Background: an optimization exercise with open tools, aiming at small area. Do not read the settings as production practice.
In this exercise RTL edits were held to simulation tests only and were not proved equivalent to the original.

==> module top, before the edit <==
module top (
    input CLK,     
    input RST,     
    input PIN_19,  
    output PIN_12,  
    output PIN_13,  
    output PIN_14,  
    output PIN_15,  
    output PIN_16,  
    output PIN_20,  
    output PIN_24,  
    output LED,    
    output USBPU   
);
    function [11:0] inc12(input [11:0] a);
      integer i;
      reg c;
      begin
        c = 1'b1;
        for (i = 0; i < 12; i = i + 1) begin
          inc12[i] = a[i] ^ c;
          c = c & a[i];
        end
      end
    endfunction
    function lt12(input [11:0] a, input [11:0] b);
      integer i;
      reg l;
      begin
        l = 1'b0;
        for (i = 0; i < 12; i = i + 1)
          l = (~a[i] & b[i]) | (~(a[i] ^ b[i]) & l);
        lt12 = l;
      end
    endfunction
    function [11:0] sub12(input [11:0] a, input [11:0] b);
      integer i;
      reg c;
      begin
        c = 1'b1;
        for (i = 0; i < 12; i = i + 1) begin
          sub12[i] = a[i] ^ ~b[i] ^ c;
          c = (a[i] & ~b[i]) | (a[i] & c) | (~b[i] & c);
        end
      end
    endfunction
    assign USBPU = 0;
    assign LED = 0;
    reg [3:0] sync;
    always @(posedge CLK) begin
      if (RST)
        sync <= 4'b1111;
      else
        sync <= {sync[2:0], PIN_19};
    end
    wire rx = sync[3];
    localparam [10:0] UART_MID = 11'd323;
    localparam [10:0] UART_END = 11'd497;
    reg [10:0] cnt;
    reg [3:0]  st;
    reg [7:0]  pos;
    wire [11:0] st_inc = inc12({9'd0, st[2:0]});
    wire [10:0] cnt_inc = {cnt[9:0], ~(cnt[10] ^ cnt[8])};
    wire cnt_end = (cnt == UART_END);
    wire cnt_mid = (cnt == UART_MID);
    always @(posedge CLK) begin
      if (RST) begin
        cnt <= 0;
        st  <= 0;
        pos <= 0;
      end else begin
        if (st[3]) begin
          if (!cnt_end)
            cnt <= cnt_inc;
          else begin
            cnt <= 0;
            pos[st[2:0]] <= rx;
            st <= (st == 4'd15) ? 4'd2 : {1'b1, st_inc[2:0]};
          end
        end else case (st[1:0])
          2'd0: begin
            cnt <= 0;
            if (!rx) st <= 4'd1;
          end
          2'd1: begin
            if (cnt_mid) begin
              cnt <= 0;
              st  <= rx ? 4'd0 : 4'd8;
            end else
              cnt <= cnt_inc;
          end
          2'd2: begin
            if (!cnt_end)
              cnt <= cnt_inc;
            else begin
              cnt <= 0;
              st  <= 4'd3;
            end
          end
          2'd3: st <= 4'd0;
        endcase
      end
    end
    reg [8:0] hc;
    reg [9:0] vc;
    wire [11:0] hc_inc = inc12({3'd0, hc});
    wire [11:0] vc_inc = inc12({2'd0, vc});
    wire hwrap = (hc == 9'd405);    
    always @(posedge CLK) begin
      if (RST) begin
        hc <= 9'd408;
        vc <= 0;
      end else begin
        hc <= hwrap ? 9'd409 : hc_inc[8:0];
        if (hwrap)
          vc <= (vc == 10'd524) ? 10'd0 : vc_inc[9:0];
      end
    end
    assign PIN_12 = ~(!lt12({3'd0, hc}, 12'd418) && lt12({3'd0, hc}, 12'd479));
    assign PIN_13 = ~(hwrap ? (vc == 10'd9 || vc == 10'd10)
                            : (vc == 10'd10 || vc == 10'd11));
    reg [8:0] tone_hi;
    reg [16:0] pre;
    wire [11:0] th_inc = inc12({3'd0, tone_hi});
    wire pre_low0 = (pre[15:0] == 16'd0);
    wire pre_wrap = pre_low0 & ~pre[16];
    always @(posedge CLK) begin
      if (RST) begin
        pre <= 17'd0;
        tone_hi <= 9'h1ff;
      end else begin
        pre <= {pre[15:0], pre[16] ^ pre[13] ^ pre_low0};
        if (pre_wrap)
          tone_hi <= th_inc[8:0];
      end
    end
    wire [25:17] tone = tone_hi;
    wire [7:0] ramp = tone[25] ? tone[24:17] : ~tone[24:17];
    wire ramp0 = (ramp == 8'd0);
    wire wall = (~hc[8] & (hc[7:0] == ramp)) | ((hc == 9'h1ff) & ramp0);
    wire [11:0] d = sub12(inc12({3'd0, hc}), {4'd0, pos});    
    wire player = (pos[7:1] != 7'd0) && (d[11:2] == 10'd0) && (d[1:0] != 2'd3);
    wire vact = !lt12({2'd0, vc}, 12'd45);
    wire vrow = (vc[9:2] == 8'd18 && vc[1:0] != 2'd3 || vc[9:2] == 8'd17 && vc[1:0] == 2'd3);
    assign PIN_14 = vact & wall;
    assign PIN_15 = vrow & player;
    assign PIN_16 = vrow & wall & player;
    localparam [6:0] SRV_TERM = 7'd113;
    reg [6:0] pre_s;
    reg [11:0] PulseCount;
    reg RCServo_pulse;
    wire tick = (pre_s == SRV_TERM);
    always @(posedge CLK) begin
      if (RST) begin
        pre_s <= 0;
        PulseCount <= 0;
        RCServo_pulse <= 1'b0;
      end else begin
        pre_s <= tick ? 7'd0 : {pre_s[5:0], ~(pre_s[6] ^ pre_s[5])};
        if (tick)
          PulseCount <= inc12(PulseCount);
        RCServo_pulse <= lt12(PulseCount, {4'b0001, pos});
      end
    end
    assign PIN_24 = RCServo_pulse;
    localparam [14:0] MUS_TERM = 15'd25261;
    localparam [14:0] MUS_RST  = 15'd10100;
    reg [14:0] mper;
    reg [2:0] mcnt;
    reg wave_form;
    wire [11:0] mc_inc = inc12({9'd0, mcnt});
    wire mterm = (mper == MUS_TERM);
    always @(posedge CLK) begin
      if (RST) begin
        mper <= MUS_RST;
        mcnt <= 3'd0;
        wave_form <= 1'b0;
      end else begin
        mper <= mterm ? 15'd0 : {mper[13:0], ~(mper[14] ^ mper[13])};
        if (mterm) begin
          if (mcnt[2])
            wave_form <= ~wave_form;
          else
            mcnt <= mc_inc[2:0];
        end
      end
    end
    assign PIN_20 = wave_form;
endmodule
==> flow/config.mk <==
export PLATFORM = sky130hd
export DESIGN_NAME = top
export DESIGN_NICKNAME = top
export VERILOG_FILES = /design/flow/design.v
export SDC_FILE = /design/flow/constraint.sdc
export NUM_CORES = 4
export LEC_CHECK = 0
export CAP_MARGIN = 20
export CORE_MARGIN = 2
export CORE_UTILIZATION = 40
export CTS_BUF_LIST = sky130_fd_sc_hd__clkbuf_8
export SLEW_MARGIN = 20
export BUFFER_PORTS_ARGS = -buffer_cell sky130_fd_sc_hd__buf_1
export CTS_ARGS = -sink_clustering_enable -repair_clock_nets -buf_list sky130_fd_sc_hd__clkbuf_8 -dont_use_dummy_load
==> flow/constraint.sdc <==
create_clock -name core_clock -period 10.0 [get_ports {CLK}]
set_input_delay 2.0000 -clock core_clock [delete_from_list [all_inputs] [get_ports {CLK}]]
set_output_delay 2.0000 -clock core_clock [all_outputs]
set_load 0.01 [all_outputs]
standard.sh (not shown) runs the stock make flow with config.mk's settings and CLKGATE_MAP_FILE= SYNTH_SCRIPT=/design/flow/synth_recipe.tcl, a recipe that flattens the netlist after the stock synthesis.
==> flow/flow/run.sh <==
#!/bin/bash
# The standard layout (standard.sh), with these changes:
#  - synthesis script flow/my_synth.tcl in place of synth_recipe.tcl (same
#    passes and registers; only the gate mapping of the logic differs);
#  - ports buffered with buf_1 (every port still gets its own buffer);
#  - clock tree of clkbuf_8 without dummy balancing loads.
# Full tool output goes to flow.log.
set -euo pipefail
here=$(pwd)
cat >> config.mk <<'EOC'
export BUFFER_PORTS_ARGS = -buffer_cell sky130_fd_sc_hd__buf_1
export CTS_ARGS = -sink_clustering_enable -repair_clock_nets -buf_list sky130_fd_sc_hd__clkbuf_8 -dont_use_dummy_load
EOC
sed "s#SYNTH_SCRIPT=[^ ]*#SYNTH_SCRIPT=$here/flow/my_synth.tcl#" standard.sh > my_standard.sh
grep -q "SYNTH_SCRIPT=$here/flow/my_synth.tcl" my_standard.sh
bash my_standard.sh > flow.log 2>&1
==> flow/flow/abc_area.script <==
strash
&get -n
&deepsyn -T 20
&put
&get -n
&dch -f
&nf -R 1000
&put
==> flow/flow/my_synth.tcl <==
# The standard synthesis (synth_recipe.tcl, same passes, same registers),
# with two changes to the gate mapping of the combinational logic:
#  - extract_fa is skipped, so adders stay plain gates for ABC;
#  - ABC runs an area-oriented script (abc_area.script beside this file)
#    with a loose delay target instead of ORFS's speed script.
proc extract_fa {args} { puts "my_synth: extract_fa skipped" }
proc abc {args} {
  set out {}
  set skip 0
  foreach a $args {
    if {$skip} { set skip 0; continue }
    if {$a eq "-script" || $a eq "-D"} { set skip 1; continue }
    lappend out $a
  }
  lappend out -script [file join $::my_synth_dir abc_area.script] -D 10000
  puts "my_synth: abc $out"
  yosys abc {*}$out
}
set ::my_synth_dir [file dirname [file normalize [info script]]]
source [file join $::my_synth_dir .. synth_recipe.tcl]
Next try:
--- a/flow/design.v
+++ b/flow/design.v
@@ -118,21 +118,28 @@
     end
     assign PIN_12 = ~(!lt12({3'd0, hc}, 12'd418) && lt12({3'd0, hc}, 12'd479));
     assign PIN_13 = ~(hwrap ? (vc == 10'd9 || vc == 10'd10)
                             : (vc == 10'd10 || vc == 10'd11));
+    localparam [5:0] DB_28 = 6'd28;    
     reg [8:0] tone_hi;
-    reg [16:0] pre;
+    reg [10:0] tone_mid;
+    reg [5:0] pre;
+    wire pre_low0 = (pre[4:0] == 5'd0);
+    wire pre_wrap = pre_low0 & ~pre[5];
+    wire [11:0] tm_inc = inc12({1'b0, tone_mid});
     wire [11:0] th_inc = inc12({3'd0, tone_hi});
-    wire pre_low0 = (pre[15:0] == 16'd0);
-    wire pre_wrap = pre_low0 & ~pre[16];
     always @(posedge CLK) begin
       if (RST) begin
-        pre <= 17'd0;
+        pre <= 6'd0;
+        tone_mid <= 11'h7ff;
         tone_hi <= 9'h1ff;
       end else begin
-        pre <= {pre[15:0], pre[16] ^ pre[13] ^ pre_low0};
-        if (pre_wrap)
-          tone_hi <= th_inc[8:0];
+        pre <= {pre[4:0], pre[5] ^ pre[4] ^ pre_low0};
+        if (pre_wrap) begin
+          tone_mid <= tm_inc[10:0];
+          if (tone_mid == 11'h7ff)
+            tone_hi <= th_inc[8:0];
+        end
       end
     end
     wire [25:17] tone = tone_hi;
     wire [7:0] ramp = tone[25] ? tone[24:17] : ~tone[24:17];
@@ -162,28 +169,25 @@
         RCServo_pulse <= lt12(PulseCount, {4'b0001, pos});
       end
     end
     assign PIN_24 = RCServo_pulse;
-    localparam [14:0] MUS_TERM = 15'd25261;
-    localparam [14:0] MUS_RST  = 15'd10100;
-    reg [14:0] mper;
-    reg [2:0] mcnt;
+    localparam [8:0] NOTE_TERM = 9'd147;
+    localparam [8:0] NOTE_RST  = 9'd374;
+    reg [8:0] mnote;
+    reg marm;
     reg wave_form;
-    wire [11:0] mc_inc = inc12({9'd0, mcnt});
-    wire mterm = (mper == MUS_TERM);
+    wire nterm = (mnote == NOTE_TERM);
     always @(posedge CLK) begin
       if (RST) begin
-        mper <= MUS_RST;
-        mcnt <= 3'd0;
+        mnote <= NOTE_RST;
+        marm <= 1'b0;
         wave_form <= 1'b0;
       end else begin
-        mper <= mterm ? 15'd0 : {mper[13:0], ~(mper[14] ^ mper[13])};
-        if (mterm) begin
-          if (mcnt[2])
-            wave_form <= ~wave_form;
-          else
-            mcnt <= mc_inc[2:0];
-        end
+        mnote <= nterm ? 9'd0 : {mnote[7:0], ~(mnote[8] ^ mnote[4])};
+        if (tone_mid[10] & tone_mid[9] & ~tone_hi[0])
+          marm <= 1'b1;
+        if (marm & nterm & (pre == DB_28))
+          wave_form <= ~wave_form;
       end
     end
     assign PIN_20 = wave_form;
 endmodule
Die area decreases by 2.0%.
Flip-flop and latch count decreases by 8.
Worst setup slack got worse by 0.33 ns.
Synthesized cell count is about the same.
Routed wire length increases by 3.0%.
Clock skew decreases by 0.017 ns.
Non-clock buffer count increases by 1.

-- separate check: timing with driven ports --
No port has a modelled driver above. Below, the same layouts with a new extraction and two added sets of constraints. Step 1 assumes that a clkbuf_16 drives the clock port and a buf_2 every other input. Step 2 adds t to the input delays and takes it off the output delays; t is the mean of the earliest and latest rising clock arrival at the registers after step 1. Input paths then give back, and output paths get back, about the clock's delay inside the block. Slacks: ideal / step 1 / step 2; pairs: ideal / step 1.
run | t, ns | setup slack, ns | hold slack, ns | worst setup path at the end | clock arrival spread, ns
the first run | 0.392 | 5.185 / 5.156 / 5.548 | 0.402 / 0.402 / 0.402 | register to output | 0.040 / 0.040
the second run | 0.390 | 4.852 / 4.822 / 5.212 | 0.416 / 0.416 / 0.416 | register to output | 0.025 / 0.025
After both steps setup and hold are still met in every run listed.
